Background: an optimization exercise with open tools, aiming at small area and a short achievable clock period. Do not read the settings as production practice.
Where RTL was checked, it was by simulation tests only, not by an equivalence proof against the original.

==> run Z: inputs <==
==> flow/design.v (excerpt) <==
module top_fft(
    input clk,
    input reset_p,
    input [23:0] fft_input,
    output reg [23:0] fft_output
);
Settings: LEC_CHECK=0, CAP_MARGIN=20, CORE_MARGIN=2, CORE_UTILIZATION=40, SETUP_SLACK_MARGIN=4.3, SLEW_MARGIN=20; clock period 7.0 ns.
run.sh (not shown) runs the stock make flow with config.mk's settings and CLKGATE_MAP_FILE= SYNTH_SCRIPT=/design/flow/synth_recipe.tcl, a recipe that flattens the netlist after the stock synthesis.
==> run Y: changes against run Z <==
- CORE_UTILIZATION: 40 -> 65
- SETUP_SLACK_MARGIN: 4.3 -> 3.8
==> run K: changes against run Z <==
- SETUP_SLACK_MARGIN: 4.3 -> 3.8
==> qor summary <==
	run Y	run Z	run K
Outcome	timing/DRC/antenna clean	timing/DRC/antenna clean	timing/DRC/antenna clean
Clock slew seen by the registers of the worst setup and hold paths	0.07 ns	0.06 ns	0.06 ns
Multi-input gate share of total cell area	56.8%	56.1%	55.7%
Worst reg2reg setup slack	3.76 ns	3.82 ns	3.81 ns
Signal inverters	439	440	439
Arrival time of data at the critical path endpoint	3.76 ns	3.73 ns	3.73 ns
RD Place Congestion	0.942	0.869	0.868
Overall routing resource usage	30.6%	19.0%	18.6%
Highest cell delay on the worst timing path	0.52 ns	0.54 ns	0.54 ns
Post-route cell area	41,600 um2	44,200 um2	42,400 um2
Inserted Diodes	2	0	0
Worst-Margin Slew	0.860 ns	1.10 ns	1.06 ns
Tightest hold margin	0.303 ns	0.316 ns	0.315 ns
Buffers plus inverters on the worst setup path	3	0	3
Fill cell instance count of the final layout	4,294	8,905	9,072
Y dimension of the die	245 um	312 um	312 um
Number of DRC markers in iteration 0	2,110	1,809	1,638
Net count, final	4,702	4,766	4,707
No functional check of the RTL was part of any run of this note.

========
==> harbor <==
Another version of the RTL of top_fft (not shown whole).
Design top_fft, start of the top module:
module top_fft(
    input clk,
    input reset_p,
    input [23:0] fft_input,
    output reg [23:0] fft_output
);
    reg [3:0] cnt;
    reg       f1, f2;    
    wire [3:0] nc = reset_p ? 4'b1111 : cnt + 4'd1;    
    always @(posedge clk) begin
        cnt <= nc;
        if (reset_p) begin
            f1  <= 1'b1;
            f2  <= 1'b1;
        end else begin
            if (cnt == 4'd14) f1 <= 1'b0;
            if (cnt == 4'd1 && !f1) f2 <= 1'b0;
        end
    end
    wire [3:0] nc1 = nc + 4'd1;
    wire [3:0] nc2 = nc + 4'd2;
    wire [3:0] ncm1 = nc - 4'd1;
    reg sel1, sel2, sel3, sel4, rot3;
    reg [2:0] k1p, k1m, k2p, k2m;
    always @(posedge clk) begin
        sel1 <= nc[3];
        sel2 <= ~ncm1[2];
        sel3 <= nc[1];
        sel4 <= nc[0];
        rot3 <= nc1[1] & nc1[0];
        k1p  <= nc2[3] ? 3'd0 : nc2[2:0];
        k1m  <= nc1[3] ? 3'd0 : nc1[2:0];
        k2p  <= nc1[2] ? 3'd0 : {nc1[1:0], 1'b0};
        k2m  <= nc[2]  ? 3'd0 : {nc[1:0], 1'b0};
    end
    reg  [23:0] s1_in;
    reg  [23:0] s1_dl [0:5];
    reg  [27:0] s1_d6;
    reg  [23:0] s1_d7;
    wire [23:0] s1_b0, s1_b1;
    wire [27:0] s1_p;
    wire [23:0] s1_m;
    Butterfly bf1(.fft_input_A(s1_d7), .fft_input_B(s1_in), .fft_output_0(s1_b0), .fft_output_1(s1_b1));
    twiddle_prep #(.FULL(1)) tp1(.x(s1_dl[5]), .k(k1p), .t(s1_p));
    twiddle_factor #(.FULL(1)) tw1(.t(s1_d6), .k(k1m), .y(s1_m));
    integer i;
    always @(posedge clk) begin
        s1_in <= fft_input;
        s1_dl[0] <= sel1 ? s1_b1 : s1_in;
        for (i = 1; i < 6; i = i + 1) s1_dl[i] <= s1_dl[i-1];
        s1_d6 <= s1_p;
        s1_d7 <= s1_m;
    end
    reg  [23:0] s2_in;
    reg  [23:0] s2_d0, s2_d1;
    reg  [27:0] s2_d2;
    reg  [23:0] s2_d3;
    wire [23:0] s2_b0, s2_b1;
    wire [27:0] s2_p;
    wire [23:0] s2_m;
    Butterfly bf2(.fft_input_A(s2_d3), .fft_input_B(s2_in), .fft_output_0(s2_b0), .fft_output_1(s2_b1));
    twiddle_prep #(.FULL(0)) tp2(.x(s2_d1), .k(k2p), .t(s2_p));
  ...
clock: 7.0 ns
lec_check: 0
cap_margin: 20
core_margin: 2
core_utilization: 40
slew_margin: 20
==> garnet (differences from harbor) <==
SETUP_SLACK_MARGIN = 3.5   (was default)
==> summary of the runs <==
In garnet the global-route usage is higher than in harbor, by 0.71 points. Non-clock buffer count: garnet is higher than harbor (87). Against harbor, the via count of garnet is higher by about 2.2%. In garnet the critical path depth is higher than in harbor, by 1.

========
==> yarrow <==
top_fft, a different RTL version from the one above (not shown whole).
clock: 7.0 ns
lec_check: 0
cap_margin: 20
core_margin: 2
core_utilization: 40
setup_slack_margin: 3.5
slew_margin: 20
==> inputs of onyx, as changes to yarrow <==
Settings changed: SETUP_SLACK_MARGIN 3.5 to 4.5.
==> qor summary <==
|  | yarrow | onyx |
|---|---|---|
| Total clock buffers created by CTS | 66 | 67 |
| Post-CTS clock slew at the launch and capture registers of the worst setup and hold paths | 60 ps | 70 ps |
| Final routed wire length divided by cell count | 16.57 um | 17.87 um |
| Drt via density | 5.026 | 5.113 |
| Net count of the finished layout | 4944 | 5066 |
| Number of clock buffer instances in the layout | 86 | 90 |
| Critical-path cell with the highest stage delay | sky130_fd_sc_hd__fa_1 | sky130_fd_sc_hd__dfxtp_4 |
| Detailed Route Iter0 Violations | 1776 | 1733 |
| Met2 Usage GRT | 0.2935 | 0.3474 |
| Result of the run | timing/DRC/antenna clean | timing/DRC/antenna clean |
| Total vias in the final route | 27780 | 28900 |
| Antenna diode instance count | 1 | 2 |
| Global-route wire length before repair | 147200 um | 156300 um |
| Worst skew pair latency | 640 ps | 630 ps |
No functional check of the RTL was part of any run of this note.

========
==> v7: inputs <==
==> flow/design.v <==
module top_fft(
    input clk,
    input reset_p,
    input [23:0] fft_input,
    output reg [23:0] fft_output
);
    reg [3:0] cnt;
    reg       f1, f2;    
    wire [3:0] nc = reset_p ? 4'b1111 : cnt + 4'd1;    
    always @(posedge clk) begin
        cnt <= nc;
        if (reset_p) begin
            f1  <= 1'b1;
            f2  <= 1'b1;
        end else begin
            if (cnt == 4'd14) f1 <= 1'b0;
            if (cnt == 4'd1 && !f1) f2 <= 1'b0;
        end
    end
    wire [3:0] nc1 = nc + 4'd1;
    wire [3:0] nc2 = nc + 4'd2;
    wire [3:0] ncm1 = nc - 4'd1;
    wire [2:0] k1_p = nc2[3] ? 3'd0 : nc2[2:0];
    wire [2:0] k1_m = nc1[3] ? 3'd0 : nc1[2:0];
    wire [2:0] k2_p = nc1[2] ? 3'd0 : {nc1[1:0], 1'b0};
    wire [2:0] k2_m = nc[2]  ? 3'd0 : {nc[1:0], 1'b0};
    wire [5:0]  c1p_n, c2p_n, c1x, c2x;
    wire [42:0] c1m_n, c1y;
    wire [32:0] c2m_n, c2y;
    twiddle_w_value  w1p(.k(k1_p), .p1(c1p_n), .p2(c1y));
    twiddle_w_value  w1m(.k(k1_m), .p1(c1x),   .p2(c1m_n));
    twiddle_w_value2 w2p(.k(k2_p), .p1(c2p_n), .p2(c2y));
    twiddle_w_value2 w2m(.k(k2_m), .p1(c2x),   .p2(c2m_n));
    reg sel1, sel2, sel3, sel4, rot3;
    reg [5:0]  c1p, c2p;
    reg [42:0] c1m;
    reg [32:0] c2m;
    always @(posedge clk) begin
        sel1 <= nc[3];
        sel2 <= ~ncm1[2];
        sel3 <= nc[1];
        sel4 <= nc[0];
        rot3 <= nc1[1] & nc1[0];
        c1p <= c1p_n;
        c2p <= c2p_n;
        c1m <= c1m_n;
        c2m <= c2m_n;
    end
    reg  [23:0] s1_in;
    reg  [23:0] s1_dl [0:5];
    reg  [51:0] s1_d6;
    reg  [97:0] s1_d7;
    wire [23:0] s1_a = {s1_d7[97:86], s1_d7[48:37]};
    wire [23:0] s1_b0, s1_b1;
    wire [51:0] s1_p;
    wire [97:0] s1_m;
    wire [11:0] s1_yr, s1_yi;
    Butterfly bf1(.fft_input_A(s1_a), .fft_input_B(s1_in), .fft_output_0(s1_b0), .fft_output_1(s1_b1));
    twiddle_prep #(.QOUT(1)) tp1(.x(s1_dl[5]), .p1(c1p), .t(s1_p));
    twiddle_factor tw1(.t(s1_d6), .p2(c1m), .y(s1_m));
    twiddle_add ta1r(.a(s1_d7[97:86]), .s(s1_d7[85:68]), .c(s1_d7[67:50]), .cin(s1_d7[49]), .y(s1_yr));
    twiddle_add ta1i(.a(s1_d7[48:37]), .s(s1_d7[36:19]), .c(s1_d7[18:1]),  .cin(s1_d7[0]),  .y(s1_yi));
    integer i;
    always @(posedge clk) begin
        s1_in <= fft_input;
        s1_dl[0] <= sel1 ? s1_b1 : s1_in;
        for (i = 1; i < 6; i = i + 1) s1_dl[i] <= s1_dl[i-1];
        s1_d6 <= s1_p;
        s1_d7 <= s1_m;
    end
    reg  [23:0] s2_in;
    reg  [23:0] s2_d0, s2_d1;
    reg  [25:0] s2_d2;
    reg  [73:0] s2_d3;
    wire [23:0] s2_a = {s2_d3[73:62], s2_d3[36:25]};
    wire [23:0] s2_b0, s2_b1;
    wire [25:0] s2_p;
    wire [73:0] s2_m;
    wire [11:0] s2_yr, s2_yi;
    Butterfly bf2(.fft_input_A(s2_a), .fft_input_B(s2_in), .fft_output_0(s2_b0), .fft_output_1(s2_b1));
    twiddle_prep #(.QOUT(0)) tp2(.x(s2_d1), .p1(c2p), .t(s2_p));
    twiddle_factor2 tw2(.t(s2_d2), .p2(c2m), .y(s2_m));
    twiddle_add2 ta2r(.s(s2_d3[73:56]), .c(s2_d3[55:38]), .cin(s2_d3[37]), .y(s2_yr));
    twiddle_add2 ta2i(.s(s2_d3[36:19]), .c(s2_d3[18:1]),  .cin(s2_d3[0]),  .y(s2_yi));
    always @(posedge clk) begin
        s2_in <= sel1 ? s1_b0 : {s1_yr, s1_yi};
        s2_d0 <= sel2 ? s2_in : s2_b1;
        s2_d1 <= s2_d0;
        s2_d2 <= s2_p;
        s2_d3 <= s2_m;
    end
    reg  [23:0] s3_in;
    reg  [23:0] s3_d0, s3_d1;
    wire [23:0] s3_b0, s3_b1;
    Butterfly bf3(.fft_input_A(s3_d1), .fft_input_B(s3_in), .fft_output_0(s3_b0), .fft_output_1(s3_b1));
    wire [11:0] s3_neg_r = -s3_d0[23:12];
    always @(posedge clk) begin
        s3_in <= sel2 ? {s2_yr, s2_yi} : s2_b0;
        s3_d0 <= sel3 ? s3_in : s3_b1;
        s3_d1 <= rot3 ? {s3_d0[11:0], s3_neg_r} : s3_d0;
    end
    reg  [23:0] s4_in;
    reg  [23:0] s4_dl;
    wire [23:0] s4_b0, s4_b1;
    Butterfly bf4(.fft_input_A(s4_dl), .fft_input_B(s4_in), .fft_output_0(s4_b0), .fft_output_1(s4_b1));
    always @(posedge clk) begin
        s4_in <= sel3 ? s3_d1 : s3_b0;
        s4_dl <= sel4 ? s4_in : s4_b1;
        fft_output <= (reset_p | f2) ? 24'd0 : (sel4 ? s4_dl : s4_b0);
    end
endmodule
module Butterfly(
    input [23:0] fft_input_A,
    input [23:0] fft_input_B,
    output [23:0] fft_output_0,
    output [23:0] fft_output_1
);
    wire signed [11:0] ar = fft_input_A[23:12], ai = fft_input_A[11:0];
    wire signed [11:0] br = fft_input_B[23:12], bi = fft_input_B[11:0];
    wire signed [12:0] x0r = ar + br, x0i = ai + bi, x1r = ar - br, x1i = ai - bi;
    assign fft_output_0 = {x0r[12:1], x0i[12:1]};
    assign fft_output_1 = {x1r[12:1], x1i[12:1]};
endmodule
module twiddle_factor(
    input  [51:0] t,
    input  [42:0] p2,
    output [97:0] y
);
    wire [12:0] qr = t[51:39], qi = t[38:26], tr = t[25:13], ti = t[12:0];
    wire en = p2[42], en2 = p2[41], en13 = p2[40];
    twiddle_csa re(.t(tr), .q(qr), .en(en), .en2(en2), .en13(en13), .inv(p2[39]),
                   .ke(p2[38:30]), .kf(p2[29:20]), .y(y[97:49]));
    twiddle_csa im(.t(ti), .q(qi), .en(en), .en2(en2), .en13(en13), .inv(p2[19]),
                   .ke(p2[18:10]), .kf(p2[9:0]), .y(y[48:0]));
endmodule
module twiddle_csa(
    input  [12:0] t,
    input  [12:0] q,
    input  en, en2, en13, inv,
    input  [8:0] ke,
    input  [9:0] kf,
    output [48:0] y
);
    wire [21:0] tp = {{9{t[12]}}, t};
    wire [21:0] tn = ~tp;
    wire [21:0] qp = {{9{q[12]}}, q};
    wire [21:0] qn = ~qp;
    wire [21:0] z = 22'd0;
    wire [11:0] a = t[11:0] + {11'd0, inv};
    wire [21:0] rB = en ? (tn << 6) : z;
    wire [21:0] rC = en ? (en2 ? (tn << 8) : (tn << 4)) : z;
    wire [21:0] rD = en ? (en2 ? (tp << 4) : (tp << 1)) : z;
    wire [21:0] rE = (en2 ? (tp << 2) : z) | (en13 ? (qp << 9) : z) | {13'd0, ke};
    wire [21:0] rF = (en13 ? (qn << 7) : z) | {12'd0, kf};
    wire [21:0] rG = en13 ? (qp << 3) : z;
    wire [21:0] s1 = rB ^ rC ^ rD, c1 = ((rB & rC) | (rB & rD) | (rC & rD)) << 1;
    wire [21:0] s2 = rE ^ rF ^ rG, c2 = ((rE & rF) | (rE & rG) | (rF & rG)) << 1;
    wire [21:0] s3 = s1 ^ c1 ^ s2, c3 = ((s1 & c1) | (s1 & s2) | (c1 & s2)) << 1;
    wire [21:0] s4 = s3 ^ c3 ^ c2, c4 = ((s3 & c3) | (s3 & c2) | (c3 & c2)) << 1;
    wire [4:0] lo = {1'b0, s4[3:0]} + {1'b0, c4[3:0]};
    assign y = {a, s4[21:4], c4[21:4], lo[4]};
endmodule
module twiddle_factor2(
    input  [25:0] t,
    input  [32:0] p2,
    output [73:0] y
);
    wire [12:0] tr = t[25:13], ti = t[12:0];
    twiddle_csa2 re(.t(tr), .en(p2[32]), .ka(p2[31:22]), .kb(p2[21:16]), .y(y[73:37]));
    twiddle_csa2 im(.t(ti), .en(p2[32]), .ka(p2[15:6]),  .kb(p2[5:0]),   .y(y[36:0]));
endmodule
module twiddle_csa2(
    input  [12:0] t,
    input  en,
    input  [9:0] ka,
    input  [5:0] kb,
    output [36:0] y
);
    wire [21:0] tp = {{9{t[12]}}, t};
    wire [21:0] tn = ~tp;
    wire [21:0] z = 22'd0;
    wire [21:0] rA = {t[11:0], ka};
    wire [21:0] rB = (en ? (tn << 6) : z) | {16'd0, kb};
    wire [21:0] rC = en ? (tn << 8) : z;
    wire [21:0] rD = en ? (tp << 4) : z;
    wire [21:0] rE = en ? (tp << 2) : z;
    wire [21:0] s1 = rA ^ rB ^ rC, c1 = ((rA & rB) | (rA & rC) | (rB & rC)) << 1;
    wire [21:0] s2 = s1 ^ c1 ^ rD, c2 = ((s1 & c1) | (s1 & rD) | (c1 & rD)) << 1;
    wire [21:0] s3 = s2 ^ c2 ^ rE, c3 = ((s2 & c2) | (s2 & rE) | (c2 & rE)) << 1;
    wire [4:0] lo = {1'b0, s3[3:0]} + {1'b0, c3[3:0]};
    assign y = {s3[21:4], c3[21:4], lo[4]};
endmodule
module twiddle_add(
    input  [11:0] a,
    input  [17:0] s,
    input  [17:0] c,
    input  cin,
    output [11:0] y
);
    wire [17:0] a6 = {a, 6'd0};
    wire [17:0] s2 = a6 ^ s ^ c;
    wire [17:0] c2 = (a6 & s) | (a6 & c) | (s & c);
    wire [17:0] r  = s2 + {c2[16:0], cin};
    assign y = r[17:6];
endmodule
module twiddle_add2(
    input  [17:0] s,
    input  [17:0] c,
    input  cin,
    output [11:0] y
);
    wire [17:0] r = s + c + {17'd0, cin};
    assign y = r[17:6];
endmodule
module twiddle_w_value(
    input  [2:0] k,
    output reg [5:0]  p1,     
    output reg [42:0] p2      
);
    always @(*) begin
        case (k)
            3'd0: begin p1 = {2'd0, 4'b0000}; p2 = {3'b000, 1'b0, 9'd0,   10'd0,   1'b0, 9'd0,   10'd0};   end
            3'd1: begin p1 = {2'd0, 4'b0010}; p2 = {3'b101, 1'b0, 9'd208, 10'd0,   1'b0, 9'd511, 10'd89};  end
            3'd2: begin p1 = {2'd1, 4'b0000}; p2 = {3'b110, 1'b0, 9'd0,   10'd320, 1'b0, 9'd0,   10'd320}; end
            3'd3: begin p1 = {2'd2, 4'b0101}; p2 = {3'b101, 1'b0, 9'd208, 10'd0,   1'b1, 9'd130, 10'd0};   end
            3'd4: begin p1 = {2'd2, 4'b0100}; p2 = {3'b000, 1'b0, 9'd0,   10'd0,   1'b1, 9'd0,   10'd0};   end
            3'd5: begin p1 = {2'd2, 4'b0110}; p2 = {3'b101, 1'b0, 9'd511, 10'd89,  1'b1, 9'd511, 10'd11};  end
            3'd6: begin p1 = {2'd3, 4'b0100}; p2 = {3'b110, 1'b0, 9'd0,   10'd320, 1'b1, 9'd0,   10'd20};  end
            default: begin p1 = {2'd0, 4'b1101}; p2 = {3'b101, 1'b1, 9'd130, 10'd0, 1'b1, 9'd511, 10'd11}; end
        endcase
    end
endmodule
module twiddle_w_value2(
    input  [2:0] k,
    output reg [5:0]  p1,     
    output reg [32:0] p2      
);
    always @(*) begin
        case (k[2:1])
            2'd0: begin p1 = {2'd0, 4'b0000}; p2 = {1'b0, 10'd0,   6'd0, 10'd0,    6'd0};  end
            2'd1: begin p1 = {2'd1, 4'b0000}; p2 = {1'b1, 10'd320, 6'd0, 10'd320,  6'd0};  end
            2'd2: begin p1 = {2'd2, 4'b0100}; p2 = {1'b0, 10'd0,   6'd0, 10'd1023, 6'd1};  end
            default: begin p1 = {2'd3, 4'b0100}; p2 = {1'b1, 10'd320, 6'd0, 10'd1023, 6'd21}; end
        endcase
    end
endmodule
module twiddle_prep #(parameter QOUT = 1) (
    input  [23:0] x,
    input  [5:0]  p1,
    output [QOUT*26+25:0] t
);
    wire [12:0] xr = {x[23], x[23:12]};
    wire [12:0] xi = {x[11], x[11:0]};
    wire [1:0] ps = p1[5:4];
    wire ir = p1[3], ii = p1[2], m1 = p1[1], m3 = p1[0];
    wire n3 = (ps == 2'd3), n1 = (ps == 2'd1);
    wire [12:0] ar = ((ps == 2'd2) ? 13'd0 : (xr ^ {13{n3}})) ^ {13{ir}};
    wire [12:0] br = ((ps == 2'd0) ? 13'd0 : xi) ^ {13{ir}};
    wire [12:0] ai = ((ps == 2'd2) ? 13'd0 : xi) ^ {13{ii}};
    wire [12:0] bi = ((ps == 2'd0) ? 13'd0 : (xr ^ {13{n1}})) ^ {13{ii}};
    wire cr = n3 ^ ir, ci = n1 ^ ii;
    wire [13:0] sr = {ar, cr} + {br, cr};
    wire [13:0] si = {ai, ci} + {bi, ci};
    wire [12:0] tr = sr[13:1];
    wire [12:0] ti = si[13:1];
    generate if (QOUT) begin : g_q
        wire [12:0] qr = ti ^ {13{m3}};
        wire [12:0] qi = tr ^ {13{m1}};
        assign t = {qr, qi, tr, ti};
    end else begin : g_noq
        assign t = {tr, ti};
    end endgenerate
endmodule
==> flow/run.sh <==
#!/bin/bash
# synth_recipe.tcl (not shown) runs the flow's synth.tcl, then flattens the netlist and writes it again
# the make line also repeats each setting of config.mk as NAME=value (left out here)
make -C /OpenROAD-flow-scripts/flow DESIGN_CONFIG=/design/flow/config.mk WORK_HOME=/design/flow/orfs CLKGATE_MAP_FILE= SYNTH_SCRIPT=/design/flow/synth_recipe.tcl finish
==> flow/config.mk <==
export PLATFORM = sky130hd
export DESIGN_NAME = top_fft
export DESIGN_NICKNAME = top_fft
export VERILOG_FILES = /design/flow/design.v
export SDC_FILE = /design/flow/constraint.sdc
export NUM_CORES = 4
export LEC_CHECK = 0
export CAP_MARGIN = 20
export CORE_MARGIN = 2
export CORE_UTILIZATION = 40
export CTS_CLUSTER_DIAMETER = 100
export CTS_CLUSTER_SIZE = 30
export SETUP_SLACK_MARGIN = 4.2
export SLEW_MARGIN = 20
==> flow/constraint.sdc <==
create_clock -name core_clock -period 7.0 [get_ports {clk}]
set_input_delay 1.4000 -clock core_clock [delete_from_list [all_inputs] [get_ports {clk}]]
set_output_delay 1.4000 -clock core_clock [all_outputs]
set_load 0.01 [all_outputs]
==> inputs of v14, as changes to v7 <==
--- a/flow/config.mk
+++ b/flow/config.mk
@@ -8,5 +8,5 @@
 export CAP_MARGIN = 20
 export CORE_MARGIN = 2
-export CORE_UTILIZATION = 40
+export CORE_UTILIZATION = 60
 export CTS_CLUSTER_DIAMETER = 100
 export CTS_CLUSTER_SIZE = 30
==> notes.md <==
| quantity | v14 | v7 |
|---|---|---|
| Status | complete, no violations | complete, no violations |
| Post-layout nets | 4,653 | 4,657 |
| Origin of the worst min-delay path | s1_dl[2][12] | s2_d0[13] |
| Standard-cell row count | 92 | 113 |
| Count of placed standard cells including taps | 4,790 | 5,210 |
| Vias | 27,400 | 26,500 |
| Cell area after layout | 42,100 µm² | 42,600 µm² |
| Total wire length after detailed routing | 92,800 µm | 88,600 µm |
| Critical Path Max Stage Delay | 0.57 ns | 0.38 ns |
| Clock latency at the later pin of the worst-skew pair | 0.65 ns | 0.67 ns |
| Die W | 258 µm | 315 µm |
| Met2 wire length | 42,900 µm | 39,500 µm |
| Antenna diode count | 2 | 1 |
| Filler-free cell count of the finished design | 4,892 | 5,315 |
| Initial Util | 0.609 | 0.405 |
| Number of iterations in the first detailed-routing pass | 5 | 6 |
| GR Util met2 | 0.456 | 0.282 |
| Nonclk buf count | 118 | 121 |
| Final setup margin | 4.18 ns | 4.22 ns |
| Post-detailed-route wirelength per cell | 19.0 µm | 16.7 µm |
| Global routing met1 resource utilization | 0.383 | 0.252 |
| Fillers | 5,081 | 9,196 |
| Area inside the core boundary | 63,300 µm² | 95,300 µm² |

==> afterwards: timing with drivers on the ports <==
In the flow no input, the clock included, has a driving cell. The finished layouts below were timed again as built, in two steps.
Step 1, drivers: a clkbuf_16 drives clk and a buf_2 each remaining input, both assumed.
Step 2, shift: input delay + t, output delay - t, t = (earliest + latest rising clock arrival at the registers) / 2. This alone moves slack from input paths to output paths.
a / b / c = no drivers / after step 1 / after step 2; a / b = the first two.
| run | t, ns | setup WS [ns] | slew at the worst register clock pin (ns) | pins driven straight from the clock port |
|---|---|---|---|---|
| run Z | 0.670 | 3.816 / 3.816 / 3.816 | 0.06 / 0.06 | 1 |
| run Y | 0.661 | 3.763 / 3.763 / 3.361 | 0.07 / 0.07 | 1 |
| run K | 0.671 | 3.814 / 3.814 / 3.508 | 0.07 / 0.07 | 1 |
| harbor | 0.689 | 1.379 / 1.379 / 1.379 | 0.07 / 0.07 | 1 |
| garnet | 0.674 | 2.180 / 2.180 / 2.180 | 0.07 / 0.07 | 1 |
| yarrow | 0.684 | 2.942 / 2.942 / 2.942 | 0.06 / 0.06 | 1 |
| onyx | 0.677 | 2.986 / 2.986 / 2.986 | 0.07 / 0.07 | 1 |
| v7 | 0.718 | 4.220 / 4.220 / 3.614 | 0.12 / 0.12 | 1 |
| v14 | 0.704 | 4.180 / 4.180 / 3.589 | 0.12 / 0.12 | 1 |
After both steps setup and hold are still met in every run listed. The setup slack of v7, which loses most, moves by 0.000 ns with the drivers and by -0.606 ns with both steps.
